This is an optimization exercise on Yosys and OpenROAD, whose aim is small area, a short achievable clock period and few clock cycles, not a production implementation.
RTL that was checked went through simulation tests only; none was proved equivalent to the original.
Only the layout flow was run in run 8; the RTL was not checked for function there.
Power figures rest on the tool's default switching activity, not on a simulated workload.

==> flow/design.v <==
module apb_ram (
  input presetn,
  input pclk,
  input psel,
  input penable,
  input pwrite,
  input [31:0] paddr, pwdata,
  output reg [31:0] prdata,
  output pready,
  output reg pslverr
);
  wire [31:0] mem [0:31];
  wire [4:0]  a   = paddr[4:0];
  wire        bad = |paddr[31:5];
  wire [31:0] wd  = pwdata & {32{presetn}};
  reg         wr_q;
  assign pready = penable;
  wire [31:0] oh;
  wire [7:0]  oh8;
  wire [31:0] rd;
  always @(posedge pclk) begin
    prdata  <= rd;
    pslverr <= bad;
    wr_q    <= psel & ~penable & pwrite & ~bad;
  end
  genvar i, j;
  generate
    for (i = 0; i < 32; i = i + 1) begin : g_word
      reg [31:0] q;
      assign oh[i] = (a == i);
      always @(posedge pclk)
        if (!presetn || (wr_q && oh[i]))
          q <= wd;
      assign mem[i] = q;
    end
    for (i = 0; i < 8; i = i + 1) begin : g_oh8
      assign oh8[i] = (a[4:2] == i);
    end
    for (j = 0; j < 32; j = j + 1) begin : g_rd
      wire [7:0] m;
      wire [2:0] g;
      for (i = 0; i < 8; i = i + 1) begin : g_l1
        apb_ram_mux4 u_mux (.s(a[1:0]),
                            .d({mem[4*i+3][j], mem[4*i+2][j], mem[4*i+1][j], mem[4*i][j]}),
                            .y(m[i]));
      end
      apb_ram_aoi3 u_aoi0 (.s(oh8[2:0]), .d(m[2:0]), .y_n(g[0]));
      apb_ram_aoi3 u_aoi1 (.s(oh8[5:3]), .d(m[5:3]), .y_n(g[1]));
      apb_ram_aoi2 u_aoi2 (.s(oh8[7:6]), .d(m[7:6]), .y_n(g[2]));
      assign rd[j] = ~&g;
    end
  endgenerate
endmodule
module apb_ram_mux4 (
  input  [1:0] s,
  input  [3:0] d,
  output       y
);
  assign y = d[s];
endmodule
module apb_ram_aoi3 (
  input  [2:0] s,
  input  [2:0] d,
  output       y_n
);
  assign y_n = ~|(s & d);
endmodule
module apb_ram_aoi2 (
  input  [1:0] s,
  input  [1:0] d,
  output       y_n
);
  assign y_n = ~|(s & d);
endmodule
==> flow/flow/run.sh <==
#!/bin/bash
# Standard ORFS layout (standard synthesis unchanged); only the port buffers
# differ: buf_2 instead of the default pick (a slow delay buffer).
set -euo pipefail
bash standard.sh "BUFFER_PORTS_ARGS=-buffer_cell sky130_fd_sc_hd__buf_2" finish > orfs_make.log 2>&1
==> flow/standard.sh <==
#!/bin/bash
# synth_recipe.tcl (not shown) runs the flow's synth.tcl, then flattens the netlist and writes it again
# the make line also repeats each setting of config.mk as NAME=value (left out here)
make -C /OpenROAD-flow-scripts/flow DESIGN_CONFIG=/design/flow/config.mk WORK_HOME=/design/flow/orfs CLKGATE_MAP_FILE= SYNTH_SCRIPT=/design/flow/synth_recipe.tcl "${@:-finish}"
==> flow/config.mk <==
export PLATFORM = sky130hd
export DESIGN_NAME = apb_ram
export DESIGN_NICKNAME = apb_ram
export VERILOG_FILES = /design/flow/design.v
export SDC_FILE = /design/flow/constraint.sdc
export NUM_CORES = 4
export LEC_CHECK = 0
export CAP_MARGIN = 20
export CORE_MARGIN = 2
export CORE_UTILIZATION = 40
export CTS_CLUSTER_DIAMETER = 100
export CTS_CLUSTER_SIZE = 24
export SETUP_SLACK_MARGIN = 0.7
export SLEW_MARGIN = 20
export SYNTH_HIERARCHICAL = 1
export SYNTH_MINIMUM_KEEP_SIZE = 0
==> flow/constraint.sdc <==
create_clock -name core_clock -period 2.6 [get_ports {pclk}]
set_input_delay 0.5200 -clock core_clock [delete_from_list [all_inputs] [get_ports {pclk}]]
set_output_delay 0.5200 -clock core_clock [all_outputs]
set_load 0.01 [all_outputs]
==> reports/qor.txt, run 1 <==
PWR
------------------------------------------------------------------------------------------
Ratio of total power to cell area                                             719.9 mW/mm²
Highest ir drop seen on vdd                                                      0.4474 mV
Standby leakage power                                                             14.69 nW

CRITICAL PATH
------------------------------------------------------------------------------------------
Startpoint class of the critical path                                            input pin
Class of the most critical setup path                                            in -> reg
CP arrival                                                                         2440 ps
Reg-to-Reg Start                                                              wr_q$_DFF_P_
R2r worst-path depth                                                                     5
Crit. End Element                                                                 register
Biggest fanout along the worst timing path                                              21
Setup slack, reg-to-reg                                                             750 ps
Worst EP required                                                                  3170 ps
Endpoint of the most critical register-to-register path                       g_word[10].q[28]$_DFFE_PP_

ROUTE
------------------------------------------------------------------------------------------
Vias after detailed routing                                                          18660
Routed Antenna Nets                                                                      0
DR vias/cell                                                                         5.858
DRC viols                                                                                0
Wire length after detailed routing                                               101600 µm
Detailed Route Iter0 Violations                                                       2771
Routed wirelength normalized by instance count                                    31.89 µm
Detailed-router iteration count before antenna repair                                    5

OUTCOME
------------------------------------------------------------------------------------------
Status                                                    no timing/DRC/antenna violations

FINAL LAYOUT
------------------------------------------------------------------------------------------
Fraction of the core area covered by cells at the end of the flow                   46.83%
Final-stage net count                                                                 1945
Area growth from synthesis to layout                                                16.08%
Area taken by multi-input logic gates                                         0.008044 mm²
Fraction of final layout cells with drive strength greater than 1                   35.83%
Register cell area after layout                                                0.03143 mm²
Filler cells                                                                          7968

CTS
------------------------------------------------------------------------------------------
Root buffer cell                                                                 clkbuf_16
Clock edge transition at the registers on the reported setup and hold paths          90 ps
Number of clock sinks                                                                 1058
Num CTS Buffers                                                                         51
Maximum level of the CTS H-tree                                                          2
Hold buffer count at CTS                                                                 0
Clock latency on the worst-skew pair                                                640 ps
TritonCTS clock tree                                                                   yes
Clock Path Buffers                                                                       3

GLOBAL ROUTE
------------------------------------------------------------------------------------------
Global-route usage over all layers                                                  20.26%
Largest net degree at the start of global routing                                       41
Via count of the first global-routing pass                                           19240
First-pass GRT wire length                                                       142300 µm
Antenna violations before repair                                                         4
Remaining global-route overflow                                                          0

SYNTHESIS
------------------------------------------------------------------------------------------
YS warnings                                                                              7
Portion of the post-synthesis area used by sequential elements                      80.56%
Top post-synthesis cells by area                                              edfxtp_1, mux4_2, dfxtp_1
Synthesized cell area                                                          0.03901 mm²
Post-synth top area cell                                                          edfxtp_1
Top cells by count, synth                                                     edfxtp_1, mux4_2, a222oi_1
Number of flops mapped to enable cells by yosys                                       1024
Synth cell types                                                                        24
Mean instance size in the synthesized netlist                                    25.12 µm²
Post-synthesis async set-or-reset flop share                                            0%
Primary FF master, synth                                                          edfxtp_1
Cells after Synth                                                                     1553
Syn nets                                                                              1622
Number of storage elements in the synthesis netlist                                   1058
Fraction of post-synthesis cell area in the top cell type by area                   78.82%
Most common cell in the synthesized netlist                                       edfxtp_1

MIN PATH
------------------------------------------------------------------------------------------
Capture endpoint of the worst hold path                                       wr_q$_DFF_P_
Hold Path Stages                                                                         3
Origin of the worst min-delay path                                                    psel
Classification of the worst-slack hold path                                      in -> reg

JOB
------------------------------------------------------------------------------------------
Number of maximum-capacitance constraint violations                                      0

PLACEMENT
------------------------------------------------------------------------------------------
DP HPWL                                                                           56220 µm
Number of I/O port buffers                                                             102
Final Wtd Congestion                                                                0.7714
Setup Slack @ Placement                                                          -111.7 ps

STA
------------------------------------------------------------------------------------------
Post-Route Skew                                                                   20.63 ps
Worst slew pin tran                                                                1186 ps
Unrepaired setup endpoints after global routing                                      false
Final setup viols                                                                        0
Fin crit share                                                                      71.85%
Final critical-path setup slack                                                   732.0 ps
Max Slew Vio Count                                                                       0
Final count of hold timing violations                                                    0
Peak Freq                                                                        535.3 MHz
Setup TNS after final layout                                                          0 ps
Rel. slew slack                                                                     20.74%
Final-layout worst hold slack                                                     149.2 ps
Final critical-path required period                                                1868 ps

FLOORPLAN
------------------------------------------------------------------------------------------
Floorplan die area                                                              0.1000 mm²
Die height                                                                        316.3 µm
Chip Width                                                                        316.3 µm
Area of the core                                                               0.09671 mm²
Cell row count                                                                         114
Count of boundary I/O pins                                                             103
Initial cell density of the core                                                    40.34%

stage by stage:
stage,instances,area [µm²],power [mW]
3_3_place_gp,3095,43710,23.90
5_1_grt,3185,45280,33.63
2_1_floorplan,1553,39530,22.36
3_5_place_dp,3095,43710,24.04
4_1_cts,3183,45220,32.84
6_report,3186,45290,32.60
final cells by class:
cell class,instances,area share [%]
tap,1276,3.525
clock inverter,7,0.1823
antenna,1,0.005526
timing repair buffer,280,6.017
clock buffer,79,3.097
sequential,1058,69.41
multi-input combinational,485,17.76
how the worst max path moves through the flow:
stage / start / endpoint / depth (start not counted)
4_1_cts: paddr[0] / prdata[31]$_DFF_P_ / 5
2_1_floorplan: paddr[2] / g_word[28].q[0]$_DFFE_PP_ / 2
5_1_grt: paddr[0] / prdata[31]$_DFF_P_ / 5
3_5_place_dp: paddr[0] / prdata[31]$_DFF_P_ / 5
6_report: paddr[4] / prdata[12]$_DFF_P_ / 6
3_3_place_gp: paddr[0] / prdata[31]$_DFF_P_ / 5
per-layer routing:
metal  vias to the layer above  part of all wire, %  global-route usage, %
li1                       7586                    -                      -
met1                     10160                   40                  27.74
met2                       798                   51                  35.24
met3                       120                  7.1                  2.616
met4                         0                  1.9                  3.827
met5                         -                    0                      0
per-module statistics from Yosys (local to each module, per instance):
module | cell area, µm² | times used | cells inside
apb_ram | 32210 | 1 | 1201
apb_ram_aoi2 | 12.51 | 32 | 1
apb_ram_aoi3 | 10.01 | 64 | 1
apb_ram_mux4 | 22.52 | 256 | 1
placed cells by master (no fill, tap or decap), drive strengths merged:
cell type and count:
nand2 6, clkinvlp 1, a22oi 32, clkinv 3, nor4 7, and2b 1
buf 278, edfxtp 1024, diode 1, and3 1, or3 2, inv 3
nand3 36, nor3 1, dfxtp 34, nand3b 1, or2 1, mux4 256
nand2b 2, clkbuf 81, nor2 2, o21ai 32, nor2b 4, nand4 2
and2 35, a222oi 64
critical path, cell delays in order:
cell      delay [ps]
buf_2            110
and2b_2          210
nor2b_4          940
buf_4            360
a222oi_1         130
nand3_1          150
report_power, final:
group          switching (mW)  internal, mW  total, mW  leakage (nW)
sequential              0.367          20.2       20.6          10.2
combinational            1.70          1.34       3.04          3.83
clock                    5.20          3.80       9.00         0.707
total                    7.27          25.3       32.6          14.7
repair_timing:
item                       in CTS  in global routing
pin swaps                       0                  1
buffers inserted                2                  0
gates resized for setup         1                  4
hold endpoints to repair        0                  0
gates cloned                    0                  2
setup endpoints to repair      97                103
flip-flops by register name, summed over array words and instances (netlist names):
name	count
g_word.q	1024
prdata	32
pslverr	1
wr_q	1
cells by family (layout without fill, tap and decap cells):
group                  after synthesis  count (layout)  share of synthesized area [%]
other                                0               1                              0
flip-flops                        1058            1058                          80.56
multiplexers                       256             256                          14.78
AND/OR/NAND/NOR                    101             101                          1.472
AO/OA/AOI/OAI                      128             128                          3.079
buffers and inverters               10             366                         0.1090
Testbench counts, summed over its fixed seeds: cycles 32,000.
==> run 2: changes to the inputs <==
--- a/flow/config.mk
+++ b/flow/config.mk
@@ -11,5 +11,4 @@
 export CTS_CLUSTER_DIAMETER = 100
 export CTS_CLUSTER_SIZE = 24
-export SETUP_SLACK_MARGIN = 0.7
 export SLEW_MARGIN = 20
 export SYNTH_HIERARCHICAL = 1
==> reports/qor.txt, run 2 <==
SYNTHESIS
-----------------------------------------------------------------------------------------------------
Syn nets                                                                                         1622   unchanged
Most common cell in the synthesized netlist                                                  edfxtp_1
Synth cell types                                                                                   24   unchanged
Area fraction in compound gates after synthesis                                                3.079%   unchanged
Fraction of synthesized area in multiplexers                                                   14.78%   unchanged
Fraction of post-synthesis cell area in the top cell type by area                              78.82%   unchanged
YS warnings                                                                                         7   unchanged
Post-synthesis share of cell area spent on full adders, half adders and majority gates             0%   unchanged
Primary FF master, synth                                                                     edfxtp_1
Main combinational cell family by area after synthesis                                   multiplexers
Post-synth top area cell                                                                     edfxtp_1
Top cells by count, synth                                                                edfxtp_1, mux4_2, a222oi_1
Xor/xnor share of the synthesized area                                                             0%   unchanged
Synthesized cell area                                                                     0.03901 mm²   unchanged
Number of flops mapped to enable cells by yosys                                                  1024   unchanged
Mean instance size in the synthesized netlist                                               25.12 µm²   unchanged
Cells after Synth                                                                                1553   unchanged
Post-synthesis async set-or-reset flop share                                                       0%   unchanged
Number of storage elements in the synthesis netlist                                              1058   unchanged
Portion of the post-synthesis area used by sequential elements                                 80.56%   unchanged
Share of synthesized cell area in and, or, nand and nor gates                                  1.472%   unchanged
Top post-synthesis cells by area                                                         edfxtp_1, mux4_2, dfxtp_1

CRITICAL PATH
-----------------------------------------------------------------------------------------------------
Peak per-stage delay on the critical path                                                      480 ps   -460 ps
Combined buffer and inverter count along the critical path                                          1   -1
R2r worst-path depth                                                                                4   -1
Crit path max-delay cell type                                                                 dfxtp_1
CP Depth                                                                                            4   -2
Source of the critical timing path                                                       wr_q$_DFF_P_
Biggest fanout along the worst timing path                                                         24   +14%
Sequence of cells on the critical path                                                   nor2b_1 > nand3_1 > o21ai_4 > buf_12
Setup slack, reg-to-reg                                                                        510 ps   -240 ps
Family with the most delay on the worst path                                             simple AND/OR/NAND/NOR gates
Reg-to-Reg Start                                                                         wr_q$_DFF_P_
CP arrival                                                                                    2400 ps   -40 ps
Crit. End Element                                                                            register
Worst Setup EP                                                                           g_word[24].q[0]$_DFFE_PP_
Endpoint of the most critical register-to-register path                                  g_word[24].q[0]$_DFFE_PP_
Worst EP required                                                                             2910 ps   -260 ps
Class of the most critical setup path                                                      reg -> reg
Startpoint class of the critical path                                                        register

MIN PATH
-----------------------------------------------------------------------------------------------------
Classification of the worst-slack hold path                                                 in -> reg

CTS
-----------------------------------------------------------------------------------------------------
Hold buffer count at CTS                                                                            0   unchanged
Resized cells post-CTS                                                                              0   -1
Number of clock sinks                                                                            1058   unchanged
Clock Path Buffers                                                                                  3   unchanged
Maximum level of the CTS H-tree                                                                     2   unchanged
Clock latency on the worst-skew pair                                                           650 ps   about the same
Root buffer cell                                                                            clkbuf_16
Num CTS Buffers                                                                                    50   -2.0%
TritonCTS clock tree                                                                              yes
Number of post-CTS setup repair buffers                                                             0   -2
Clock edge transition at the registers on the reported setup and hold paths                     90 ps   about the same

FINAL LAYOUT
-----------------------------------------------------------------------------------------------------
Cell Count, Final, Fillers Out                                                                   3179   -0.22%
Largest registers                                                                        g_word.q: 1024 flops, prdata: 32 flops
Fraction of final layout cells with drive strength greater than 1                              34.37%   -1.5 points
Register cell area after layout                                                           0.03143 mm²   about the same
Most frequent standard cell in the layout excluding fill and tap cells                       edfxtp_1
Ant diodes                                                                                          0   -1
Reg with most FFs                                                                            g_word.q
Leading cell types in the layout, fill and taps excluded                                 edfxtp_1, mux4_2, buf_4
Final-stage net count                                                                            1932   -0.67%
Number of flip-flops under the largest register name                                             1024   unchanged
Fraction of the core area covered by cells at the end of the flow                              46.55%   -0.28 points
Filler cells                                                                                     7907   -0.77%
Area growth from synthesis to layout                                                           15.38%
Area taken by multi-input logic gates                                                    0.007940 mm²   -1.3%

ROUTE
-----------------------------------------------------------------------------------------------------
Detailed-router iteration count before antenna repair                                               5   unchanged
Vias after detailed routing                                                                     18620   -0.21%
Detailed Route Iter0 Violations                                                                  2651   -4.3%
Wire length after detailed routing                                                           99350 µm   -2.2%
DRC viols                                                                                           0   unchanged
Routed wirelength normalized by instance count                                               31.25 µm   -2.0%
Routed Antenna Nets                                                                                 0   unchanged
DR vias/cell                                                                                    5.858   about the same

PLACEMENT
-----------------------------------------------------------------------------------------------------
DP HPWL                                                                                      57980 µm   +3.1%
Final Wtd Congestion                                                                           0.7770   +0.73%
Cell count after placement                                                                       3087   -0.26%
Number of I/O port buffers                                                                        102   unchanged

GLOBAL ROUTE
-----------------------------------------------------------------------------------------------------
First-pass GRT wire length                                                                  140700 µm   -1.1%
Remaining global-route overflow                                                                     0   unchanged
Antenna violations before repair                                                                    3   -1
Via count of the first global-routing pass                                                      19070   -0.89%
Global-route usage over all layers                                                             20.01%   -0.24 points
Largest net degree at the start of global routing                                                  44   +7.3%

STA
-----------------------------------------------------------------------------------------------------
Final setup viols                                                                                   0   unchanged
Final critical-path required period                                                           2091 ps   +223.1 ps
Rel. slew slack                                                                                41.76%   +21 points
Max Slew Vio Count                                                                                  0   unchanged
Post-Route Skew                                                                              41.97 ps   +21.34 ps
Worst slew pin tran                                                                          873.6 ps   -312.7 ps
Final count of hold timing violations                                                               0   unchanged
Unrepaired setup endpoints after global routing                                                 false
Fin crit share                                                                                 80.43%   +8.6 points
Peak Freq                                                                                   478.2 MHz   -11%

FLOORPLAN
-----------------------------------------------------------------------------------------------------
Floorplan die area                                                                         0.1000 mm²   unchanged
Cell row count                                                                                    114   unchanged
Die height                                                                                   316.3 µm   unchanged
Count of boundary I/O pins                                                                        103   unchanged
Chip Width                                                                                   316.3 µm   unchanged
Area of the core                                                                          0.09671 mm²   unchanged
Initial cell density of the core                                                               40.34%   unchanged

OUTCOME
-----------------------------------------------------------------------------------------------------
Status                                                               no timing/DRC/antenna violations

PWR
-----------------------------------------------------------------------------------------------------
Highest ir drop seen on vdd                                                                 0.5282 mV   +18%
Standby leakage power                                                                        14.54 nW   -1.0%
Ratio of total power to cell area                                                        721.1 mW/mm²   +0.16%

JOB
-----------------------------------------------------------------------------------------------------
Number of maximum-capacitance constraint violations                                                 0   unchanged

## run 2: worst min path at each step
| stage | from | end | slack (ps) | depth (start not counted) |
|---|---|---|---|---|
| 4_1_cts | psel | wr_q$_DFF_P_ | 140 | 3 |
| 2_1_floorplan | g_word[18].q[0]$_DFFE_PP_ | prdata[0]$_DFF_P_ | 650 | 3 |
| 3_5_place_dp | g_word[16].q[24]$_DFFE_PP_ | prdata[24]$_DFF_P_ | 670 | 3 |
| 3_3_place_gp | g_word[18].q[24]$_DFFE_PP_ | prdata[24]$_DFF_P_ | 670 | 3 |
| 6_report | psel | wr_q$_DFF_P_ | 160 | 3 |
| 5_1_grt | psel | wr_q$_DFF_P_ | 140 | 3 |
## run 2: per-layer routing
layer / vias up / wire length, µm / global-route usage [%]
li1: 7562 / - / -
met1: 10190 / 40590 / 28.35
met2: 748 / 49290 / 32.92
met3: 125 / 7007 / 3.009
met4: 4 / 2439 / 4.931
met5: - / 30 / 0
## run 2: power by group
part	internal [mW]	leakage, nW	switching [mW]	total [mW]
combinational	1.32	3.69	1.68	3.00
clock	3.76	0.696	5.10	8.87
sequential	20.2	10.2	0.394	20.6
total	25.3	14.5	7.18	32.5
## run 2: cells by family (layout without fill, tap and decap cells)
logic type,Yosys count,after routing
AND/OR/NAND/NOR,101,101
AO/OA/AOI/OAI,128,128
flip-flops,1058,1058
multiplexers,256,256
buffers and inverters,10,360
## run 2: per-stage QoR
step | worst slack, ps | TNS, ps | area [µm²] | power, mW | hold WS, ps
after floorplan | -323.9 | -51830 | 39120 | 22.33 | 647.4
after global placement | 48.48 | 0 | 43550 | 23.92 | 667.6
after detailed placement | -16.15 | -16.15 | 43550 | 24.04 | 673.7
after CTS | 564.4 | 0 | 45010 | 32.73 | 135.1
after global routing | 459.8 | 0 | 45010 | 33.51 | 141.2
final | 508.9 | 0 | 45010 | 32.46 | 160.6
## run 2: tightest hold or removal path: cells and delay by family
kind	cells	cell delay, ps
buffers and inverters	1	100
and+or+nand+nor	2	120
## run 2: area by class of cell
type,instances,area share [%]
Clock buffer,87,3.135
Clock inverter,5,0.1251
Multi-Input combinational cell,485,17.64
Sequential cell,1058,69.82
Tap cell,1276,3.547
Timing Repair Buffer,268,5.731
## run 2: modules after synthesis (local to each module, per instance)
module	cell area, µm²	flip-flops and latches	cells inside
apb_ram_mux4	22.52	0	1
apb_ram_aoi2	12.51	0	1
apb_ram	32210	1058	1201
apb_ram_aoi3	10.01	0	1
==> run 3: changes to the inputs <==
--- a/flow/config.mk
+++ b/flow/config.mk
@@ -11,4 +11,5 @@
 export CTS_CLUSTER_DIAMETER = 100
 export CTS_CLUSTER_SIZE = 24
+export SETUP_SLACK_MARGIN = 0.8
 export SLEW_MARGIN = 20
 export SYNTH_HIERARCHICAL = 1
==> reports/qor.txt, run 3 <==
OUTCOME
------------------------------------------------------------------------------------------
Status                                                    no timing/DRC/antenna violations

GLOBAL ROUTE
------------------------------------------------------------------------------------------
Remaining global-route overflow                                                          0   unchanged
First-pass GRT wire length                                                       137400 µm   -2.4%
Global-route usage over all layers                                                  19.39%   -0.63 points
Largest net degree at the start of global routing                                       40   -9.1%
Met1 track demand over resource                                                     27.97%   -0.38 points
Met2 Resource Use GR                                                                31.57%   -1.3 points
Via count of the first global-routing pass                                           19160   +0.45%
Met3 global-route usage                                                             3.087%   +0.078 points
Antenna violations before repair                                                         0   -3
Most crowded layer after global routing                                               met2

SYNTHESIS
------------------------------------------------------------------------------------------
Synthesized cell area                                                          0.03901 mm²   unchanged
YS warnings                                                                              7   unchanged
Fraction of post-synthesis cell area in the top cell type by area                   78.82%   unchanged
Synth cell types                                                                        24   unchanged
Top cells by count, synth                                                     edfxtp_1, mux4_2, a222oi_1
Post-synthesis async set-or-reset flop share                                            0%   unchanged
Cells after Synth                                                                     1553   unchanged
Post-synth top area cell                                                          edfxtp_1
Number of storage elements in the synthesis netlist                                   1058   unchanged
Primary FF master, synth                                                          edfxtp_1
Number of flops mapped to enable cells by yosys                                       1024   unchanged
Top post-synthesis cells by area                                              edfxtp_1, mux4_2, dfxtp_1
Most common cell in the synthesized netlist                                       edfxtp_1
Portion of the post-synthesis area used by sequential elements                      80.56%   unchanged
Mean instance size in the synthesized netlist                                    25.12 µm²   unchanged
Syn nets                                                                              1622   unchanged

CTS
------------------------------------------------------------------------------------------
Hold buffer count at CTS                                                                 0   unchanged
Number of clock sinks                                                                 1058   unchanged
Num CTS Buffers                                                                         51   +2.0%
TritonCTS clock tree                                                                   yes
Root buffer cell                                                                 clkbuf_16
Maximum level of the CTS H-tree                                                          2   unchanged
Clock Path Buffers                                                                       3   unchanged
Clock latency on the worst-skew pair                                                640 ps   about the same
Clock edge transition at the registers on the reported setup and hold paths          90 ps   about the same

ROUTE
------------------------------------------------------------------------------------------
Wire length after detailed routing                                                97380 µm   -2.0%
DRC viols                                                                                0   unchanged
Routed Antenna Nets                                                                      0   unchanged
Routed wirelength normalized by instance count                                    30.50 µm   -2.4%
Detailed-router iteration count before antenna repair                                    6   +1
Vias after detailed routing                                                          18640   +0.086%
DR vias/cell                                                                         5.838   -0.35%
Detailed Route Iter0 Violations                                                       2420   -8.7%

FLOORPLAN
------------------------------------------------------------------------------------------
Cell row count                                                                         114   unchanged
Chip Width                                                                        316.3 µm   unchanged
Floorplan die area                                                              0.1000 mm²   unchanged
Count of boundary I/O pins                                                             103   unchanged
Initial cell density of the core                                                    40.34%   unchanged
Area of the core                                                               0.09671 mm²   unchanged
Die height                                                                        316.3 µm   unchanged

PWR
------------------------------------------------------------------------------------------
Standby leakage power                                                             14.79 nW   +1.7%
Ratio of total power to cell area                                             717.8 mW/mm²   -0.45%
Highest ir drop seen on vdd                                                      0.6398 mV   +21%

FINAL LAYOUT
------------------------------------------------------------------------------------------
Final-stage net count                                                                 1947   +0.78%
Most frequent standard cell in the layout excluding fill and tap cells            edfxtp_1
Largest registers                                                             g_word.q: 1024 flops, prdata: 32 flops
Area growth from synthesis to layout                                                16.76%
Leading cell types in the layout, fill and taps excluded                      edfxtp_1, mux4_2, buf_4
Post-route cell area                                                           0.04555 mm²   +1.2%
Filler cells                                                                          7865   -0.53%
Reg with most FFs                                                                 g_word.q
Fraction of final layout cells with drive strength greater than 1                   35.84%   +1.5 points
Number of flip-flops under the largest register name                                  1024   unchanged
Cell Count, Final, Fillers Out                                                        3193   +0.44%
Ant diodes                                                                               0   unchanged

PLACEMENT
------------------------------------------------------------------------------------------
DP HPWL                                                                           54530 µm   -6.0%
Setup Slack @ Placement                                                          -76.96 ps   -60.81 ps
Cell area after placement                                                      0.04369 mm²   +0.34%
Final Wtd Congestion                                                                0.7291   -6.2%
Number of I/O port buffers                                                             102   unchanged
Cell count after placement                                                            3085   -0.065%

CRITICAL PATH
------------------------------------------------------------------------------------------
CP arrival                                                                         2350 ps   -50 ps
Startpoint class of the critical path                                            input pin
Class of the most critical setup path                                            in -> reg
Worst EP required                                                                  3080 ps   +170 ps
Biggest fanout along the worst timing path                                              14   -42%
Crit. End Element                                                                 register

STA
------------------------------------------------------------------------------------------
Fin crit share                                                                      71.86%   -8.6 points
Final setup viols                                                                        0   unchanged
Final critical-path setup slack                                                   731.6 ps   +222.7 ps
Rel. slew slack                                                                     49.50%   +7.7 points
Final critical-path required period                                                1868 ps   -222.7 ps
Peak Freq                                                                        535.2 MHz   +12%
Post-Route Skew                                                                   23.96 ps   -18.01 ps
Final count of hold timing violations                                                    0   unchanged
Unrepaired setup endpoints after global routing                                       true
Setup TNS after final layout                                                          0 ps   unchanged
Max Slew Vio Count                                                                       0   unchanged
Worst slew pin tran                                                               756.0 ps   -117.7 ps
Final-layout worst hold slack                                                     143.8 ps   -16.81 ps

JOB
------------------------------------------------------------------------------------------
Number of maximum-capacitance constraint violations                                      0   unchanged

MIN PATH
------------------------------------------------------------------------------------------
Classification of the worst-slack hold path                                      in -> reg

==> run 3: cell counts after synthesis <==
No cell type changed its count.
==> run 3: cell type report <==
cell class	instances	area [µm²]	share of cell area [%]
Sequential cell	1058	31440	69.01
Multi-Input combinational cell	485	8040	17.65
Timing Repair Buffer	282	2947	6.469
Tap cell	1276	1597	3.505
Clock buffer	86	1450	3.184
Clock inverter	6	82.58	0.1813
==> run 3: kinds of logic (layout without fill, tap and decap cells) <==
family	after synthesis	count (layout)	synth area share, %
buffers and inverters	10	374	0.1090
AO/OA/AOI/OAI	128	128	3.079
flip-flops	1058	1058	80.56
multiplexers	256	256	14.78
AND/OR/NAND/NOR	101	101	1.472
==> run 3: power by group <==
group | switching (mW) | total (mW) | internal [mW]
clock network | 5.19 | 9.08 | 3.90
logic | 1.68 | 3.05 | 1.37
registers | 0.370 | 20.6 | 20.2
total | 7.23 | 32.7 | 25.5
==> run 3: critical path, cell delays in order <==
cell	delay, ps
buf_2	170
buf_4	180
nor2b_2	80
and2_4	260
buf_4	260
a222oi_1	690
nand3_1	160
==> run 3: path summary, 6_finish.rpt <==
kind	from	slack, ps	endpoint	cells after the start
worst max-delay path	paddr[3]	730	prdata[15]$_DFF_P_	7
worst min-delay path	pwrite	140	wr_q$_DFF_P_	3
worst max register to register	g_word[15].q[15]$_DFFE_PP_	770	prdata[15]$_DFF_P_	3
worst min register to register	g_word[30].q[0]$_DFFE_PP_	700	prdata[0]$_DFF_P_	3
==> run 3: what timing repair did <==
| item | CTS | global route |
|---|---|---|
| gates cloned | 2 | 4 |
| pin swaps | 4 | 7 |
| setup buffers | 3 | 7 |
| gates resized for setup | 8 | 4 |
| setup endpoints to repair | 134 | 285 |
==> run 3: metrics by stage <==
step,total power [mW],utilization (%)
after floorplan,22.36,-
after global placement,23.86,45.18
after detailed placement,24.00,45.18
after CTS,32.94,46.89
after global routing,33.72,47.10
final,32.70,47.10
==> run 3: per-module statistics from Yosys, one instance, submodules excluded <==
| module | cells inside | area (µm²) | times used |
|---|---|---|---|
| apb_ram_mux4 | 1 | 22.52 | 256 |
| apb_ram_aoi2 | 1 | 12.51 | 32 |
| apb_ram_aoi3 | 1 | 10.01 | 64 |
| apb_ram | 1201 | 32210 | 1 |
==> run 3: routing by layer <==
metal	routed length [µm]	part of all wire (%)
met3	7225	7.4
met2	47240	49
met4	1917	2.0
met1	41000	42
met5	0	0
==> run 4: changes to the inputs <==
--- a/flow/config.mk
+++ b/flow/config.mk
@@ -8,8 +8,8 @@
 export CAP_MARGIN = 20
 export CORE_MARGIN = 2
-export CORE_UTILIZATION = 40
+export CORE_UTILIZATION = 60
 export CTS_CLUSTER_DIAMETER = 100
 export CTS_CLUSTER_SIZE = 24
-export SETUP_SLACK_MARGIN = 0.8
+export SETUP_SLACK_MARGIN = 0.7
 export SLEW_MARGIN = 20
 export SYNTH_HIERARCHICAL = 1
==> reports/qor.txt, run 4 <==
FLOORPLAN
-----------------------------------------------------------------------------------------------------
Floorplan die area                                                                        0.06708 mm²   -33%
Initial cell density of the core                                                               60.63%   +20 points
Area of the core                                                                          0.06435 mm²   -33%
Cell row count                                                                                     93   -18%
Die height                                                                                   259.0 µm   -18%
Count of boundary I/O pins                                                                        103   unchanged
Chip Width                                                                                   259.0 µm   -18%

SYNTHESIS
-----------------------------------------------------------------------------------------------------
Syn nets                                                                                         1622   unchanged
Area fraction in compound gates after synthesis                                                3.079%   unchanged
Post-synthesis async set-or-reset flop share                                                       0%   unchanged
Number of storage elements in the synthesis netlist                                              1058   unchanged
Mean instance size in the synthesized netlist                                               25.12 µm²   unchanged
Fraction of post-synthesis cell area in the top cell type by area                              78.82%   unchanged
Xor/xnor share of the synthesized area                                                             0%   unchanged
Synthesized cell area                                                                     0.03901 mm²   unchanged
YS warnings                                                                                         7   unchanged
Primary FF master, synth                                                                     edfxtp_1
Most common cell in the synthesized netlist                                                  edfxtp_1
Fraction of synthesized area in multiplexers                                                   14.78%   unchanged
Top cells by count, synth                                                                edfxtp_1, mux4_2, a222oi_1
Post-synth top area cell                                                                     edfxtp_1
Synth cell types                                                                                   24   unchanged
Main combinational cell family by area after synthesis                                   multiplexers
Top post-synthesis cells by area                                                         edfxtp_1, mux4_2, dfxtp_1
Number of flops mapped to enable cells by yosys                                                  1024   unchanged
Share of synthesized cell area in and, or, nand and nor gates                                  1.472%   unchanged
Cells after Synth                                                                                1553   unchanged
Post-synthesis share of cell area spent on full adders, half adders and majority gates             0%   unchanged
Portion of the post-synthesis area used by sequential elements                                 80.56%   unchanged

MIN PATH
-----------------------------------------------------------------------------------------------------
Origin of the worst min-delay path                                                             pwrite
Capture endpoint of the worst hold path                                                  wr_q$_DFF_P_
Classification of the worst-slack hold path                                                 in -> reg
Hold Path Stages                                                                                    3   unchanged

CTS
-----------------------------------------------------------------------------------------------------
Hold buffer count at CTS                                                                            0   unchanged
Clock latency on the worst-skew pair                                                           650 ps   about the same
Root buffer cell                                                                            clkbuf_16
Clock Path Buffers                                                                                  3   unchanged
TritonCTS clock tree                                                                              yes
Num CTS Buffers                                                                                    50   -2.0%
Clock edge transition at the registers on the reported setup and hold paths                    100 ps   about the same
Maximum level of the CTS H-tree                                                                     2   unchanged
Number of clock sinks                                                                            1058   unchanged

ROUTE
-----------------------------------------------------------------------------------------------------
Vias after detailed routing                                                                     18490   -0.83%
DR vias/cell                                                                                    6.729   +15%
Detailed-router iteration count before antenna repair                                               9   +3
DRC viols                                                                                           0   unchanged
Detailed Route Iter0 Violations                                                                  2366   -2.2%
Wire length after detailed routing                                                           95240 µm   -2.2%
Routed wirelength normalized by instance count                                               34.67 µm   +14%
Routed Antenna Nets                                                                                 0   unchanged

CRITICAL PATH
-----------------------------------------------------------------------------------------------------
Crit. End Element                                                                            register
Endpoint of the most critical register-to-register path                                  g_word[17].q[3]$_DFFE_PP_
CP arrival                                                                                    2180 ps   -170 ps
Biggest fanout along the worst timing path                                                         16   +2
Reg-to-Reg Start                                                                         wr_q$_DFF_P_
Startpoint class of the critical path                                                        register
Setup slack, reg-to-reg                                                                        740 ps   -30 ps
Class of the most critical setup path                                                      reg -> reg
Worst EP required                                                                             2930 ps   -150 ps
R2r worst-path depth                                                                                4   +1

GLOBAL ROUTE
-----------------------------------------------------------------------------------------------------
Met1 track demand over resource                                                                41.28%   +13 points
Met2 Resource Use GR                                                                           47.99%   +16 points
First-pass GRT wire length                                                                  134900 µm   -1.8%
Met3 global-route usage                                                                        5.058%   +2.0 points
Antenna violations before repair                                                                    0   unchanged
Largest net degree at the start of global routing                                                  60   +50%
Remaining global-route overflow                                                                     0   unchanged
Global-route usage over all layers                                                             29.08%   +9.7 points
Via count of the first global-routing pass                                                      18810   -1.8%
Most crowded layer after global routing                                                          met2

STA
-----------------------------------------------------------------------------------------------------
Fin crit share                                                                                 71.35%   -0.51 points
Max Slew Vio Count                                                                                  0   unchanged
Final critical-path required period                                                           1855 ps   -13.34 ps
Final setup viols                                                                                   0   unchanged
Peak Freq                                                                                   539.1 MHz   +0.72%
Worst slew pin tran                                                                          954.8 ps   +198.8 ps
Rel. slew slack                                                                                36.20%   -13 points
Final-layout worst hold slack                                                                179.1 ps   +35.31 ps
Final count of hold timing violations                                                               0   unchanged
Unrepaired setup endpoints after global routing                                                 false
Setup TNS after final layout                                                                     0 ps   unchanged
Post-Route Skew                                                                              29.08 ps   +5.120 ps

FINAL LAYOUT
-----------------------------------------------------------------------------------------------------
Ant diodes                                                                                          0   unchanged
Fraction of final layout cells with drive strength greater than 1                              35.20%   -0.64 points
Largest registers                                                                        g_word.q: 1024 flops, prdata: 32 flops
Reg with most FFs                                                                            g_word.q
Most frequent standard cell in the layout excluding fill and tap cells                       edfxtp_1
Leading cell types in the layout, fill and taps excluded                                 edfxtp_1, mux4_2, buf_2
Area growth from synthesis to layout                                                           14.64%
Number of flip-flops under the largest register name                                             1024   unchanged
Post-route cell area                                                                      0.04473 mm²   -1.8%
Final-stage net count                                                                            1931   -0.82%

PLACEMENT
-----------------------------------------------------------------------------------------------------
DP HPWL                                                                                      51020 µm   -6.4%
Final Wtd Congestion                                                                           0.7664   +5.1%
Number of I/O port buffers                                                                        102   unchanged
Cell area after placement                                                                 0.04323 mm²   -1.1%

JOB
-----------------------------------------------------------------------------------------------------
Number of maximum-capacitance constraint violations                                                 0   unchanged

OUTCOME
-----------------------------------------------------------------------------------------------------
Status                                                               no timing/DRC/antenna violations

PWR
-----------------------------------------------------------------------------------------------------
Highest ir drop seen on vdd                                                                 0.7904 mV   +24%
Standby leakage power                                                                        14.64 nW   -1.0%
Ratio of total power to cell area                                                        721.0 mW/mm²   +0.44%

-- run 4: critical path, cell delays in order (launching register included) --
cell and delay [ps]:
dfxtp_2 440, nor2b_4 330, nand2_4 150, o21ai_4 370, buf_12 240
-- run 4: timing repair --
item,CTS,global route
buffers inserted,0,3
resized for setup,0,2
setup endpoints to repair,0,30
hold endpoints to repair,0,0
-- run 4: Yosys stat by module, one instance, submodules excluded --
module	area, µm²	cells	times used
apb_ram_aoi3	10.01	1	64
apb_ram	32210	1201	1
apb_ram_aoi2	12.51	1	32
apb_ram_mux4	22.52	1	256
-- run 4: final cells by class --
type	instances	area [µm²]
tap	855	1070
multi-input combinational	485	8044
sequential	1058	31430
clock inverter	3	33.78
timing repair buffer	267	2765
clock buffer	79	1381
fill	3911	19620
-- run 4: cells by family after synthesis --
group | Yosys count
compound gates | 128
simple gates | 101
mux | 256
buf+inv | 10
flops | 1058
-- run 4: power by group --
group	switching, mW	internal, mW	total, mW
Combinational	1.65	1.35	3.00
Clock	4.98	3.70	8.68
Sequential	0.368	20.2	20.6
-- run 4: stage by stage --
step | setup slack [ps] | total power [mW] | util [%] | std cells
final | 744.9 | 32.25 | 69.51 | 2747
after global routing | 709.7 | 33.21 | 69.51 | 2747
after CTS | 715.4 | 32.41 | 69.37 | 2743
after detailed placement | 75.23 | 23.98 | 67.17 | 2661
after global placement | 51.60 | 23.86 | 67.17 | 2661
after floorplan | 612.1 | 22.36 | - | 1553
-- run 4: worst max-delay path by stage --
stage                       startpoint  slack [ps]                   endpoint  cells past startpoint
after floorplan               paddr[2]         610  g_word[28].q[0]$_DFFE_PP_                      2
after global placement        paddr[0]          50         prdata[16]$_DFF_P_                      5
after detailed placement      paddr[0]          80         prdata[16]$_DFF_P_                      5
after CTS                 wr_q$_DFF_P_         720  g_word[18].q[3]$_DFFE_PP_                      4
after global routing          paddr[0]         710          prdata[1]$_DFF_P_                      6
final                     wr_q$_DFF_P_         740  g_word[17].q[3]$_DFFE_PP_                      4
-- run 4: routing by layer --
metal	wire length [µm]	share of wire (%)	up-vias
met3	8031	8.4	135
met5	0	0	-
met2	47970	50	873
li1	-	-	7540
met4	2440	2.6	0
met1	36800	39	9937
==> run 5: changes to the inputs <==
--- a/flow/config.mk
+++ b/flow/config.mk
@@ -8,5 +8,5 @@
 export CAP_MARGIN = 20
 export CORE_MARGIN = 2
-export CORE_UTILIZATION = 60
+export CORE_UTILIZATION = 75
 export CTS_CLUSTER_DIAMETER = 100
 export CTS_CLUSTER_SIZE = 24
==> reports/qor.txt, run 5 <==
CTS
--------------------------------------------------------------------------------
Maximum level of the CTS H-tree                                                2   unchanged
Number of clock sinks                                                       1058   unchanged
Hold buffer count at CTS                                                       0   unchanged
Num CTS Buffers                                                               50   unchanged
Root buffer cell                                                       clkbuf_16
Number of post-CTS setup repair buffers                                        2   +2
Clock Path Buffers                                                             3   unchanged
Resized cells post-CTS                                                         3   +3

FLOORPLAN
--------------------------------------------------------------------------------
Cell row count                                                                83   -11%
Count of boundary I/O pins                                                   103   unchanged
Chip Width                                                              232.1 µm   -10%
Initial cell density of the core                                          75.89%   +15 points
Die height                                                              232.1 µm   -10%

SYNTHESIS
--------------------------------------------------------------------------------
Top cells by count, synth                                           edfxtp_1, mux4_2, a222oi_1
Synthesized cell area                                                0.03901 mm²   unchanged
Post-synthesis async set-or-reset flop share                                  0%   unchanged
Synth cell types                                                              24   unchanged
Cells after Synth                                                           1553   unchanged
Syn nets                                                                    1622   unchanged
Number of storage elements in the synthesis netlist                         1058   unchanged
YS warnings                                                                    7   unchanged
Portion of the post-synthesis area used by sequential elements            80.56%   unchanged
Top post-synthesis cells by area                                    edfxtp_1, mux4_2, dfxtp_1
Primary FF master, synth                                                edfxtp_1
Mean instance size in the synthesized netlist                          25.12 µm²   unchanged
Fraction of post-synthesis cell area in the top cell type by area         78.82%   unchanged
Post-synth top area cell                                                edfxtp_1
Most common cell in the synthesized netlist                             edfxtp_1
Number of flops mapped to enable cells by yosys                             1024   unchanged

OUTCOME
--------------------------------------------------------------------------------
Status                                                              aborted with a tool error
Last stage reached                                                  clock tree synthesis (4_1_cts)
First Err                                                           [ERROR DPL-0033] detailed placement checks failed during check placement.

PLACEMENT
--------------------------------------------------------------------------------
Final Wtd Congestion                                                      0.7722   +0.76%
Number of I/O port buffers                                                   102   unchanged
DP HPWL                                                                 54810 µm   +7.4%
Setup Slack @ Placement                                                 6.748 ps   -68.48 ps

[run 5: logic make-up after synthesis]
family,Yosys count,share of synthesized area [%]
DFF,1058,80.56
muxes,256,14.78
AOI/OAI and AO/OA,128,3.079
and+or+nand+nor,101,1.472
buffers and inverters,10,0.1090
[run 5: worst min-delay path by stage]
stage | startpoint | end | slack (ps) | depth (start not counted)
after detailed placement | g_word[19].q[2]$_DFFE_PP_ | prdata[2]$_DFF_P_ | 680 | 3
after floorplan | g_word[18].q[0]$_DFFE_PP_ | prdata[0]$_DFF_P_ | 650 | 3
after global placement | g_word[18].q[2]$_DFFE_PP_ | prdata[2]$_DFF_P_ | 660 | 3
[run 5: Yosys stat by module, one instance, submodules excluded]
| module | times used | cells |
|---|---|---|
| apb_ram | 1 | 1201 |
| apb_ram_aoi2 | 32 | 1 |
| apb_ram_aoi3 | 64 | 1 |
| apb_ram_mux4 | 256 | 1 |
[run 5: power groups by stage]
| stage | registers, mW | logic [mW] | clock network [mW] |
|---|---|---|---|
| 2_1_floorplan | 20.8 | 1.52 | 0 |
| 3_3_place_gp | 20.9 | 2.84 | 0 |
| 3_5_place_dp | 21.0 | 2.95 | 0 |
[run 5: metrics by stage]
step	util (%)	cell area, µm²	instances
3_5_place_dp	83.36	42850	2481
2_1_floorplan	-	39530	1553
3_3_place_gp	83.33	42840	2480
==> run 6: changes to the inputs <==
--- a/flow/config.mk
+++ b/flow/config.mk
@@ -8,5 +8,5 @@
 export CAP_MARGIN = 20
 export CORE_MARGIN = 2
-export CORE_UTILIZATION = 75
+export CORE_UTILIZATION = 65
 export CTS_CLUSTER_DIAMETER = 100
 export CTS_CLUSTER_SIZE = 24
==> reports/qor.txt, run 6 <==
FLOORPLAN
------------------------------------------------------------------------------------------
Chip Width                                                                        249.0 µm   +7.3%
Count of boundary I/O pins                                                             103   unchanged
Area of the core                                                               0.05913 mm²
Cell row count                                                                          89   +7.2%
Floorplan die area                                                             0.06200 mm²
Die height                                                                        249.0 µm   +7.3%
Initial cell density of the core                                                    65.98%   -9.9 points

SYNTHESIS
------------------------------------------------------------------------------------------
Synth cell types                                                                        24   unchanged
Top post-synthesis cells by area                                              edfxtp_1, mux4_2, dfxtp_1
Post-synth top area cell                                                          edfxtp_1
Most common cell in the synthesized netlist                                       edfxtp_1
Number of flops mapped to enable cells by yosys                                       1024   unchanged
Cells after Synth                                                                     1553   unchanged
YS warnings                                                                              7   unchanged
Post-synthesis async set-or-reset flop share                                            0%   unchanged
Top cells by count, synth                                                     edfxtp_1, mux4_2, a222oi_1
Number of storage elements in the synthesis netlist                                   1058   unchanged
Primary FF master, synth                                                          edfxtp_1
Syn nets                                                                              1622   unchanged
Synthesized cell area                                                          0.03901 mm²   unchanged
Mean instance size in the synthesized netlist                                    25.12 µm²   unchanged
Fraction of post-synthesis cell area in the top cell type by area                   78.82%   unchanged
Portion of the post-synthesis area used by sequential elements                      80.56%   unchanged

PWR
------------------------------------------------------------------------------------------
Fraction of power consumed by combinational cells                                     9.1%
Cell internal pwr                                                                 25.25 mW
Clock share of power                                                                 27.2%
Sw Share                                                                            21.76%
Ratio of total power to cell area                                             727.8 mW/mm²
Standby leakage power                                                             14.50 nW
Sequential group share of total power                                                63.7%
Total power of the final layout                                                   32.27 mW
Highest ir drop seen on vdd                                                      0.8575 mV
P_sw                                                                              7.020 mW

CRITICAL PATH
------------------------------------------------------------------------------------------
R2r worst-path depth                                                                     4
Family with the most delay on the worst path                                  simple AND/OR/NAND/NOR gates
Endpoint of the most critical register-to-register path                       g_word[10].q[17]$_DFFE_PP_
Class of the most critical setup path                                            in -> reg
CP Depth                                                                                 6
Crit path max-delay cell type                                                      nor2b_4
Combined buffer and inverter count along the critical path                               2
Peak per-stage delay on the critical path                                           950 ps
Biggest fanout along the worst timing path                                              25
Sequence of cells on the critical path                                        buf_2 > and2b_2 > nor2b_4 > buf_4 > a222oi_1 > nand3_1
Crit. End Element                                                                 register
CP arrival                                                                         2490 ps
Setup slack, reg-to-reg                                                             770 ps
Reg-to-Reg Start                                                              wr_q$_DFF_P_
Worst EP required                                                                  3170 ps
Startpoint class of the critical path                                            input pin
Source of the critical timing path                                                paddr[4]
Worst Setup EP                                                                prdata[19]$_DFF_P_

FINAL LAYOUT
------------------------------------------------------------------------------------------
Leading cell types in the layout, fill and taps excluded                      edfxtp_1, mux4_2, buf_2
Area growth from synthesis to layout                                                13.63%
Reg with most FFs                                                                 g_word.q
Cell Count, Final, Fillers Out                                                        2659
Final-stage net count                                                                 1916
Number of flip-flops under the largest register name                                  1024
Largest registers                                                             g_word.q: 1024 flops, prdata: 32 flops
Most frequent standard cell in the layout excluding fill and tap cells            edfxtp_1
Ant diodes                                                                               0
Fraction of final layout cells with drive strength greater than 1                   34.46%

GLOBAL ROUTE
------------------------------------------------------------------------------------------
First-pass GRT wire length                                                       131500 µm
Antenna violations before repair                                                         1
Global-route usage over all layers                                                  30.42%
Remaining global-route overflow                                                          0
Largest net degree at the start of global routing                                       47
Via count of the first global-routing pass                                           18810

STA
------------------------------------------------------------------------------------------
Rel. slew slack                                                                     19.97%
Final count of hold timing violations                                                    0
Max Slew Vio Count                                                                       0
Final setup viols                                                                        0
Setup TNS after final layout                                                          0 ps
Worst slew pin tran                                                                1198 ps
Fin crit share                                                                      73.88%
Final critical-path required period                                                1921 ps
Peak Freq                                                                        520.6 MHz
Final-layout worst hold slack                                                     121.2 ps
Post-Route Skew                                                                   28.07 ps
Unrepaired setup endpoints after global routing                                      false

CTS
------------------------------------------------------------------------------------------
Number of post-CTS setup repair buffers                                                  0   -2
Clock Path Buffers                                                                       3   unchanged
Clock latency on the worst-skew pair                                                640 ps
Maximum level of the CTS H-tree                                                          2   unchanged
Number of clock sinks                                                                 1058   unchanged
Clock edge transition at the registers on the reported setup and hold paths         100 ps
Hold buffer count at CTS                                                                 0   unchanged
Root buffer cell                                                                 clkbuf_16
TritonCTS clock tree                                                                   yes
Num CTS Buffers                                                                         50   unchanged

OUTCOME
------------------------------------------------------------------------------------------
Status                                                    no timing/DRC/antenna violations

PLACEMENT
------------------------------------------------------------------------------------------
Number of I/O port buffers                                                             102   unchanged
Cell count after placement                                                            2567   +3.5%
Final Wtd Congestion                                                                0.7635   -1.1%
DP HPWL                                                                           50400 µm   -8.0%

ROUTE
------------------------------------------------------------------------------------------
DR vias/cell                                                                         6.962
Detailed-router iteration count before antenna repair                                    8
Detailed Route Iter0 Violations                                                       2700
DRC viols                                                                                0
Wire length after detailed routing                                                91980 µm
Vias after detailed routing                                                          18510
Routed wirelength normalized by instance count                                    34.59 µm
Routed Antenna Nets                                                                      0

MIN PATH
------------------------------------------------------------------------------------------
Classification of the worst-slack hold path                                      in -> reg

JOB
------------------------------------------------------------------------------------------
Number of maximum-capacitance constraint violations                                      0

[run 6: modules after synthesis, one instance, submodules excluded]
module | area [µm²] | times used | flops+latches
apb_ram | 32210 | 1 | 1058
apb_ram_mux4 | 22.52 | 256 | 0
apb_ram_aoi2 | 12.51 | 32 | 0
apb_ram_aoi3 | 10.01 | 64 | 0
[run 6: through the flow]
step                setup slack (ps)  cell area [µm²]  utilization (%)
floorplan                      612.1            39530                -
global placement               71.20            42840            72.46
detailed placement             83.03            42840            72.46
CTS                            708.8            44300            74.91
global route                   702.4            44330            74.97
finish                         679.0            44330            74.97
[run 6: timing repair]
action                                  CTS  global route
cloned                                    0             1
resized for setup                         1             2
pin swaps                                 0             2
endpoints found under the setup margin    6            17
[run 6: power by group through the flow]
stage / Clock, mW / Sequential [mW] / Combinational (mW)
after floorplan: 0 / 20.8 / 1.52
after global placement: 0 / 20.9 / 2.88
after detailed placement: 0 / 21.0 / 2.93
after CTS: 8.87 / 20.6 / 2.94
after global routing: 9.42 / 20.7 / 3.08
final: 8.76 / 20.6 / 2.93
[run 6: cell families after synthesis]
family / after synthesis / share of synthesized area [%]
compound gates: 128 / 3.079
flops: 1058 / 80.56
simple gates: 101 / 1.472
mux: 256 / 14.78
buf+inv: 10 / 0.1090
[run 6: worst min-delay path by stage]
stage | startpoint | to | slack, ps | depth (start not counted)
after CTS | psel | wr_q$_DFF_P_ | 100 | 3
final | psel | wr_q$_DFF_P_ | 120 | 3
after global placement | g_word[19].q[20]$_DFFE_PP_ | prdata[20]$_DFF_P_ | 670 | 3
after floorplan | g_word[18].q[0]$_DFFE_PP_ | prdata[0]$_DFF_P_ | 650 | 3
after detailed placement | g_word[16].q[18]$_DFFE_PP_ | prdata[18]$_DFF_P_ | 680 | 3
after global routing | psel | wr_q$_DFF_P_ | 150 | 3
[run 6: tightest hold or removal path: cells and delay by family]
| kind | cells | cell delay (ps) |
|---|---|---|
| and+or+nand+nor | 2 | 110 |
| buffers and inverters | 1 | 90 |
[run 6: layer usage]
layer	part of all wire (%)	wire, µm	vias up	track usage, %
li1	-	-	7518	-
met1	38	35060	9838	45.18
met2	49	45400	1022	48.49
met3	10	9299	131	5.256
met4	2.4	2208	2	7.913
met5	0.014	13	-	0
[run 6: area by class of cell]
| type | instances | area, µm² |
|---|---|---|
| fill | 3186 | 14800 |
| clock inverter | 3 | 32.53 |
| timing repair buffer | 252 | 2442 |
| multi-input combinational | 485 | 8044 |
| tap | 773 | 967.2 |
| sequential | 1058 | 31430 |
| clock buffer | 88 | 1415 |
==> run 7: changes to the inputs <==
--- a/flow/config.mk
+++ b/flow/config.mk
@@ -8,8 +8,8 @@
 export CAP_MARGIN = 20
 export CORE_MARGIN = 2
-export CORE_UTILIZATION = 65
+export CORE_UTILIZATION = 60
 export CTS_CLUSTER_DIAMETER = 100
 export CTS_CLUSTER_SIZE = 24
-export SETUP_SLACK_MARGIN = 0.7
+export SETUP_SLACK_MARGIN = 0.6
 export SLEW_MARGIN = 20
 export SYNTH_HIERARCHICAL = 1
==> reports/qor.txt, run 7 <==
CTS
------------------------------------------------------------------------------------------
TritonCTS clock tree                                                                   yes
Number of clock sinks                                                                 1058   unchanged
Root buffer cell                                                                 clkbuf_16
Clock latency on the worst-skew pair                                                630 ps   about the same
Hold buffer count at CTS                                                                 0   unchanged
Maximum level of the CTS H-tree                                                          2   unchanged
Number of post-CTS setup repair buffers                                                  0   unchanged
Clock Path Buffers                                                                       3   unchanged
Num CTS Buffers                                                                         50   unchanged
Clock edge transition at the registers on the reported setup and hold paths          90 ps   about the same

GLOBAL ROUTE
------------------------------------------------------------------------------------------
Largest net degree at the start of global routing                                       42   -11%
Met2 Resource Use GR                                                                48.08%   -0.41 points
Met3 global-route usage                                                             3.417%   -1.8 points
Global-route usage over all layers                                                  29.06%   -1.4 points
Remaining global-route overflow                                                          0   unchanged
Met1 track demand over resource                                                     42.17%   -3.0 points
First-pass GRT wire length                                                       135600 µm   +3.1%
Via count of the first global-routing pass                                           19040   +1.2%
Antenna violations before repair                                                         0   -1
Most crowded layer after global routing                                               met2

FLOORPLAN
------------------------------------------------------------------------------------------
Cell row count                                                                          93   +4.5%
Initial cell density of the core                                                    60.63%   -5.3 points
Chip Width                                                                        259.0 µm   +4.0%
Area of the core                                                               0.06435 mm²   +8.8%
Die height                                                                        259.0 µm   +4.0%
Floorplan die area                                                             0.06708 mm²   +8.2%
Count of boundary I/O pins                                                             103   unchanged

STA
------------------------------------------------------------------------------------------
Rel. slew slack                                                                     33.21%   +13 points
Peak Freq                                                                        503.4 MHz   -3.3%
Setup TNS after final layout                                                          0 ps   unchanged
Worst slew pin tran                                                               999.5 ps   -198.4 ps
Max Slew Vio Count                                                                       0   unchanged
Fin crit share                                                                      76.40%   +2.5 points
Unrepaired setup endpoints after global routing                                       true
Final count of hold timing violations                                                    0   unchanged
Final critical-path required period                                                1987 ps   +65.56 ps
Post-Route Skew                                                                   34.17 ps   +6.103 ps
Final-layout worst hold slack                                                     143.5 ps   +22.30 ps
Final setup viols                                                                        0   unchanged

ROUTE
------------------------------------------------------------------------------------------
Detailed-router iteration count before antenna repair                                    6   -2
DR vias/cell                                                                         6.753   -3.0%
Detailed Route Iter0 Violations                                                       2678   -0.81%
DRC viols                                                                                0   unchanged
Routed wirelength normalized by instance count                                    34.18 µm   -1.2%
Wire length after detailed routing                                                94790 µm   +3.1%
Routed Antenna Nets                                                                      0   unchanged
Vias after detailed routing                                                          18730   +1.2%

MIN PATH
------------------------------------------------------------------------------------------
Classification of the worst-slack hold path                                      in -> reg
Origin of the worst min-delay path                                                    psel
Hold Path Stages                                                                         3   unchanged

SYNTHESIS
------------------------------------------------------------------------------------------
Synth cell types                                                                        24   unchanged
Portion of the post-synthesis area used by sequential elements                      80.56%   unchanged
Number of flops mapped to enable cells by yosys                                       1024   unchanged
Most common cell in the synthesized netlist                                       edfxtp_1
Top post-synthesis cells by area                                              edfxtp_1, mux4_2, dfxtp_1
Cells after Synth                                                                     1553   unchanged
YS warnings                                                                              7   unchanged
Post-synth top area cell                                                          edfxtp_1
Number of storage elements in the synthesis netlist                                   1058   unchanged
Top cells by count, synth                                                     edfxtp_1, mux4_2, a222oi_1
Primary FF master, synth                                                          edfxtp_1
Synthesized cell area                                                          0.03901 mm²   unchanged
Mean instance size in the synthesized netlist                                    25.12 µm²   unchanged
Post-synthesis async set-or-reset flop share                                            0%   unchanged
Fraction of post-synthesis cell area in the top cell type by area                   78.82%   unchanged
Syn nets                                                                              1622   unchanged

PWR
------------------------------------------------------------------------------------------
Highest ir drop seen on vdd                                                      0.6842 mV   -20%
Clock share of power                                                                 27.4%   +0.2 points
Fraction of power consumed by combinational cells                                     9.2%   about the same
Sw Share                                                                            21.66%   -0.092 points
Ratio of total power to cell area                                             725.9 mW/mm²   -0.26%
P_sw                                                                              7.026 mW   about the same
Standby leakage power                                                             14.63 nW   +0.92%
Sequential group share of total power                                                63.4%   -0.3 points
Cell internal pwr                                                                 25.40 mW   +0.62%
Total power of the final layout                                                   32.43 mW   +0.51%

FINAL LAYOUT
------------------------------------------------------------------------------------------
Fraction of final layout cells with drive strength greater than 1                   35.04%   +0.57 points
Filler cells                                                                          3907   +23%
Most frequent standard cell in the layout excluding fill and tap cells            edfxtp_1
Area growth from synthesis to layout                                                14.51%
Ant diodes                                                                               0   unchanged
Leading cell types in the layout, fill and taps excluded                      edfxtp_1, mux4_2, buf_4
Fraction of the core area covered by cells at the end of the flow                   69.42%   -5.6 points
Number of flip-flops under the largest register name                                  1024   unchanged
Largest registers                                                             g_word.q: 1024 flops, prdata: 32 flops
Final-stage net count                                                                 1946   +1.6%
Reg with most FFs                                                                 g_word.q

CRITICAL PATH
------------------------------------------------------------------------------------------
Crit. End Element                                                                 register
CP arrival                                                                         2300 ps   -190 ps
Setup slack, reg-to-reg                                                             610 ps   -160 ps
Class of the most critical setup path                                           reg -> reg
R2r worst-path depth                                                                     4   unchanged
Reg-to-Reg Start                                                              wr_q$_DFF_P_
Startpoint class of the critical path                                             register
Biggest fanout along the worst timing path                                              13   -48%
Source of the critical timing path                                            wr_q$_DFF_P_
Worst EP required                                                                  2910 ps   -260 ps

JOB
------------------------------------------------------------------------------------------
Number of maximum-capacitance constraint violations                                      0   unchanged

PLACEMENT
------------------------------------------------------------------------------------------
Number of I/O port buffers                                                             102   unchanged
DP HPWL                                                                           54120 µm   +7.4%
Final Wtd Congestion                                                                0.7763   +1.7%

OUTCOME
------------------------------------------------------------------------------------------
Status                                                    no timing/DRC/antenna violations

==> run 7: layout make-up <==
| type | instances | area [µm²] | share of cell area (%) |
|---|---|---|---|
| flip-flops and latches | 1058 | 31430 | 70.36 |
| multi-input cells | 485 | 7958 | 17.81 |
| repair buffers | 282 | 2721 | 6.092 |
| clock buffers | 91 | 1469 | 3.288 |
| well taps | 855 | 1070 | 2.395 |
| clock inverters | 2 | 25.02 | 0.05602 |
==> run 7: power groups by stage <==
stage	Combinational, mW	Sequential, mW	Clock, mW
2_1_floorplan	1.50	20.8	0
3_3_place_gp	2.96	20.9	0
3_5_place_dp	3.00	21.0	0
4_1_cts	3.01	20.6	9.04
5_1_grt	3.14	20.7	9.61
6_report	2.98	20.6	8.89
==> run 7: repair_timing <==
| action | in CTS | in global routing |
|---|---|---|
| cloned | 0 | 0 |
| gates resized for setup | 2 | 3 |
| endpoints found under the setup margin | 25 | 57 |
==> run 7: cells by family (layout without fill, tap and decap cells) <==
kind of cell	count (synthesis)	count (layout)	share of synthesized area (%)
flops	1058	1058	80.56
buf+inv	10	375	0.1090
compound gates	128	128	3.079
simple gates	101	101	1.472
mux	256	256	14.78
==> run 7: critical path: stages, from the launching register on <==
cell,delay [ps]
dfxtp_1,470
nor2b_2,310
nand2_1,300
o21ai_4,300
buf_6,270
==> run 7: path summary, 6_finish.rpt <==
path / endpoint
hold / removal: wr_q$_DFF_P_
hold reg to reg: prdata[29]$_DFF_P_
setup reg to reg: g_word[17].q[0]$_DFFE_PP_
setup / recovery: g_word[17].q[0]$_DFFE_PP_
==> run 7: modules after synthesis (local to each module, per instance) <==
| module | cells inside | copies in the design | area [µm²] | flip-flops and latches |
|---|---|---|---|---|
| apb_ram | 1201 | 1 | 32210 | 1058 |
| apb_ram_aoi3 | 1 | 64 | 10.01 | 0 |
| apb_ram_aoi2 | 1 | 32 | 12.51 | 0 |
| apb_ram_mux4 | 1 | 256 | 22.52 | 0 |
==> run 7: metrics by stage <==
stage	instance area [µm²]	cells	setup WS, ps
CTS	44660	2773	584.2
global route	44670	2773	569.8
global placement	43160	2680	74.86
floorplan	39300	1553	329.7
finish	44670	2773	613.5
detailed placement	43160	2680	68.19
==> run 7: metal layers <==
layer | share of wire, % | wire length, µm
met2 | 51 | 47890
met4 | 2.7 | 2567
met5 | 0 | 0
met3 | 7.6 | 7236
met1 | 39 | 37090
==> run 8: changes to the inputs <==
--- a/flow/design.v
+++ b/flow/design.v
@@ -18,4 +18,5 @@
   wire [31:0] oh;
   wire [7:0]  oh8;
+  wire [3:0]  oh4;
   wire [31:0] rd;
   always @(posedge pclk) begin
@@ -37,9 +38,12 @@
       assign oh8[i] = (a[4:2] == i);
     end
+    for (i = 0; i < 4; i = i + 1) begin : g_oh4
+      assign oh4[i] = (a[1:0] == i);
+    end
     for (j = 0; j < 32; j = j + 1) begin : g_rd
       wire [7:0] m;
       wire [2:0] g;
       for (i = 0; i < 8; i = i + 1) begin : g_l1
-        apb_ram_mux4 u_mux (.s(a[1:0]),
+        apb_ram_aor4 u_mux (.s(oh4),
                             .d({mem[4*i+3][j], mem[4*i+2][j], mem[4*i+1][j], mem[4*i][j]}),
                             .y(m[i]));
@@ -52,10 +56,10 @@
   endgenerate
 endmodule
-module apb_ram_mux4 (
-  input  [1:0] s,
+module apb_ram_aor4 (
+  input  [3:0] s,
   input  [3:0] d,
   output       y
 );
-  assign y = d[s];
+  assign y = |(s & d);
 endmodule
 module apb_ram_aoi3 (
--- a/flow/config.mk
+++ b/flow/config.mk
@@ -11,5 +11,5 @@
 export CTS_CLUSTER_DIAMETER = 100
 export CTS_CLUSTER_SIZE = 24
-export SETUP_SLACK_MARGIN = 0.6
+export SETUP_SLACK_MARGIN = 0.7
 export SLEW_MARGIN = 20
 export SYNTH_HIERARCHICAL = 1
==> reports/qor.txt, run 8 <==
OUTCOME
------------------------------------------------------------------------------------------
Status                                                    no timing/DRC/antenna violations

GLOBAL ROUTE
------------------------------------------------------------------------------------------
Global-route usage over all layers                                                  30.99%   +1.9 points
Remaining global-route overflow                                                          0   unchanged
Antenna violations before repair                                                         0   unchanged
First-pass GRT wire length                                                       146600 µm   +8.1%
Largest net degree at the start of global routing                                       76   +81%

ROUTE
------------------------------------------------------------------------------------------
Routed wirelength normalized by instance count                                    32.37 µm   -5.3%
Detailed Route Iter0 Violations                                                       3437   +28%
Vias after detailed routing                                                          22310   +19%
DR vias/cell                                                                         6.763   +0.16%
Routed Antenna Nets                                                                      0   unchanged

CTS
------------------------------------------------------------------------------------------
Number of clock sinks                                                                 1058   unchanged
Clock latency on the worst-skew pair                                                630 ps   about the same
Root buffer cell                                                                 clkbuf_16
TritonCTS clock tree                                                                   yes
Clock edge transition at the registers on the reported setup and hold paths         100 ps   about the same

SYNTHESIS
------------------------------------------------------------------------------------------
Top cells by count, synth                                                     edfxtp_1, a22oi_1, nand2_1
Top post-synthesis cells by area                                              edfxtp_1, a22oi_1, nand2_1
Synth cell types                                                                        25   +4.2%
Mean instance size in the synthesized netlist                                    18.40 µm²   -27%
Post-synth top area cell                                                          edfxtp_1
Syn nets                                                                              2138   +32%
Synthesized cell area                                                          0.03807 mm²   -2.4%
Fraction of post-synthesis cell area in the top cell type by area                   80.78%   +2.0 points

CRITICAL PATH
------------------------------------------------------------------------------------------
Startpoint class of the critical path                                            input pin
Biggest fanout along the worst timing path                                              13   unchanged
Worst EP required                                                                  3100 ps   +190 ps

FINAL LAYOUT
------------------------------------------------------------------------------------------
Fraction of final layout cells with drive strength greater than 1                   18.35%   -17 points
Final-stage net count                                                                 2483   +28%
Area growth from synthesis to layout                                                15.88%
Most frequent standard cell in the layout excluding fill and tap cells            edfxtp_1
Reg with most FFs                                                                 g_word.q
Largest registers                                                             g_word.q: 1024 flops, prdata: 32 flops

PWR
------------------------------------------------------------------------------------------
Total power of the final layout                                                   32.24 mW   -0.58%
Ratio of total power to cell area                                             730.9 mW/mm²   +0.68%

FLOORPLAN
------------------------------------------------------------------------------------------
Die height                                                                        255.9 µm   -1.2%
Area of the core                                                               0.06285 mm²   -2.3%
Floorplan die area                                                             0.06548 mm²   -2.4%
Count of boundary I/O pins                                                             103   unchanged

PLACEMENT
------------------------------------------------------------------------------------------
Final Wtd Congestion                                                                0.8111   +4.5%
Number of I/O port buffers                                                             102   unchanged

STA
------------------------------------------------------------------------------------------
Final setup viols                                                                        0   unchanged
Final critical-path required period                                                1897 ps   -89.53 ps
Max Slew Vio Count                                                                       0   unchanged
Unrepaired setup endpoints after global routing                                       true
Peak Freq                                                                        527.2 MHz   +4.7%
Worst slew pin tran                                                               709.3 ps   -290.2 ps
Final count of hold timing violations                                                    0   unchanged

JOB
------------------------------------------------------------------------------------------
Number of maximum-capacitance constraint violations                                      0   unchanged

## run 8: cell count changes after synthesis, sizes merged
| cell | before | now |
|---|---|---|
| a22oi | 32 | 544 |
| nand2 | 6 | 262 |
| mux4 | 256 | 0 |
| inv | 0 | 4 |
## run 8: critical path, stage by stage
cell        delay (ps)
buf_4              110
or2_4              130
clkinvlp_4         150
buf_6              170
buf_16             150
a22oi_2            190
nand2_1             60
a222oi_1           580
buf_4              230
nand3_2             80
## run 8: routing by layer
| layer | vias to the layer above | global-route usage, % | share of wire (%) | routed length (µm) |
|---|---|---|---|---|
| met5 | - | 0 | 0 | 0 |
| li1 | 9432 | - | - | - |
| met1 | 11470 | 44.80 | 39 | 41440 |
| met3 | 166 | 3.387 | 9.0 | 9610 |
| met2 | 1241 | 51.32 | 50 | 53000 |
| met4 | 0 | 8.155 | 2.5 | 2717 |
## run 8: cell type report
| class | instances | area, µm² |
|---|---|---|
| clock buffer | 87 | 1390 |
| clock inverter | 3 | 41.29 |
| fill | 4125 | 18740 |
| inverter | 4 | 30.03 |
| multi-input combinational | 997 | 7054 |
| sequential | 1058 | 31430 |
| tap | 846 | 1059 |
| timing repair buffer | 303 | 3110 |
## run 8: final timing paths
| kind | from | endpoint | slack (ps) | cells after the start |
|---|---|---|---|---|
| max | paddr[1] | prdata[27]$_DFF_P_ | 700 | 10 |
| min | pwrite | wr_q$_DFF_P_ | 150 | 3 |
| max reg2reg | wr_q$_DFF_P_ | g_word[1].q[16]$_DFFE_PP_ | 710 | 4 |
| min reg2reg | g_word[19].q[23]$_DFFE_PP_ | prdata[23]$_DFF_P_ | 590 | 4 |
## run 8: repair_timing
item                                    CTS  global route
gates resized for setup                   3            30
buffers inserted                          4            19
hold buffers                              0             0
endpoints found under the setup margin  178           147
pin swaps                                 3            12
cloned                                    1            14
## run 8: kinds of logic (layout without fill, tap and decap cells)
kind of cell,count (synthesis),in the layout,share of synthesized area [%]
AO/OA/AOI/OAI,640,640,13.25
buffers and inverters,14,397,0.1512
flip-flops,1058,1058,82.56
AND/OR/NAND/NOR,357,357,4.033
## run 8: modules after synthesis, one instance, submodules excluded
module        copies in the design  cells  flip-flops and latches  cell area (µm²)
apb_ram_aoi3                    64      1                       0            10.01
apb_ram_aor4                   256      3                       0            18.77
apb_ram                          1   1205                    1058            32220
apb_ram_aoi2                    32      1                       0            12.51
## run 8: stage by stage
step	setup WS [ps]	instances	utilization, %	instance area (µm²)	TNS [ps]
6_report	703.0	3298	70.19	44110	0
5_1_grt	654.4	3298	70.19	44110	0
4_1_cts	646.1	3265	69.18	43480	0
3_5_place_dp	-99.37	3170	66.78	41970	-99.37
3_3_place_gp	-65.98	3170	66.78	41970	-65.98
2_1_floorplan	-1516	2069	-	38100	-1092550
## run 8: report_power, final
group	leakage, nW	switching, mW	internal [mW]
Combinational	4.39	1.96	1.01
Clock	0.680	4.97	3.69
Sequential	10.2	0.410	20.2

Check on run 8: ideal ports give 0.703 ns setup slack; a clkbuf_16 on the clock port and buf_2 on the inputs give 0.709 ns; moving port delays by the midpoint clock arrival (0.688 ns) as well gives 0.039 ns.
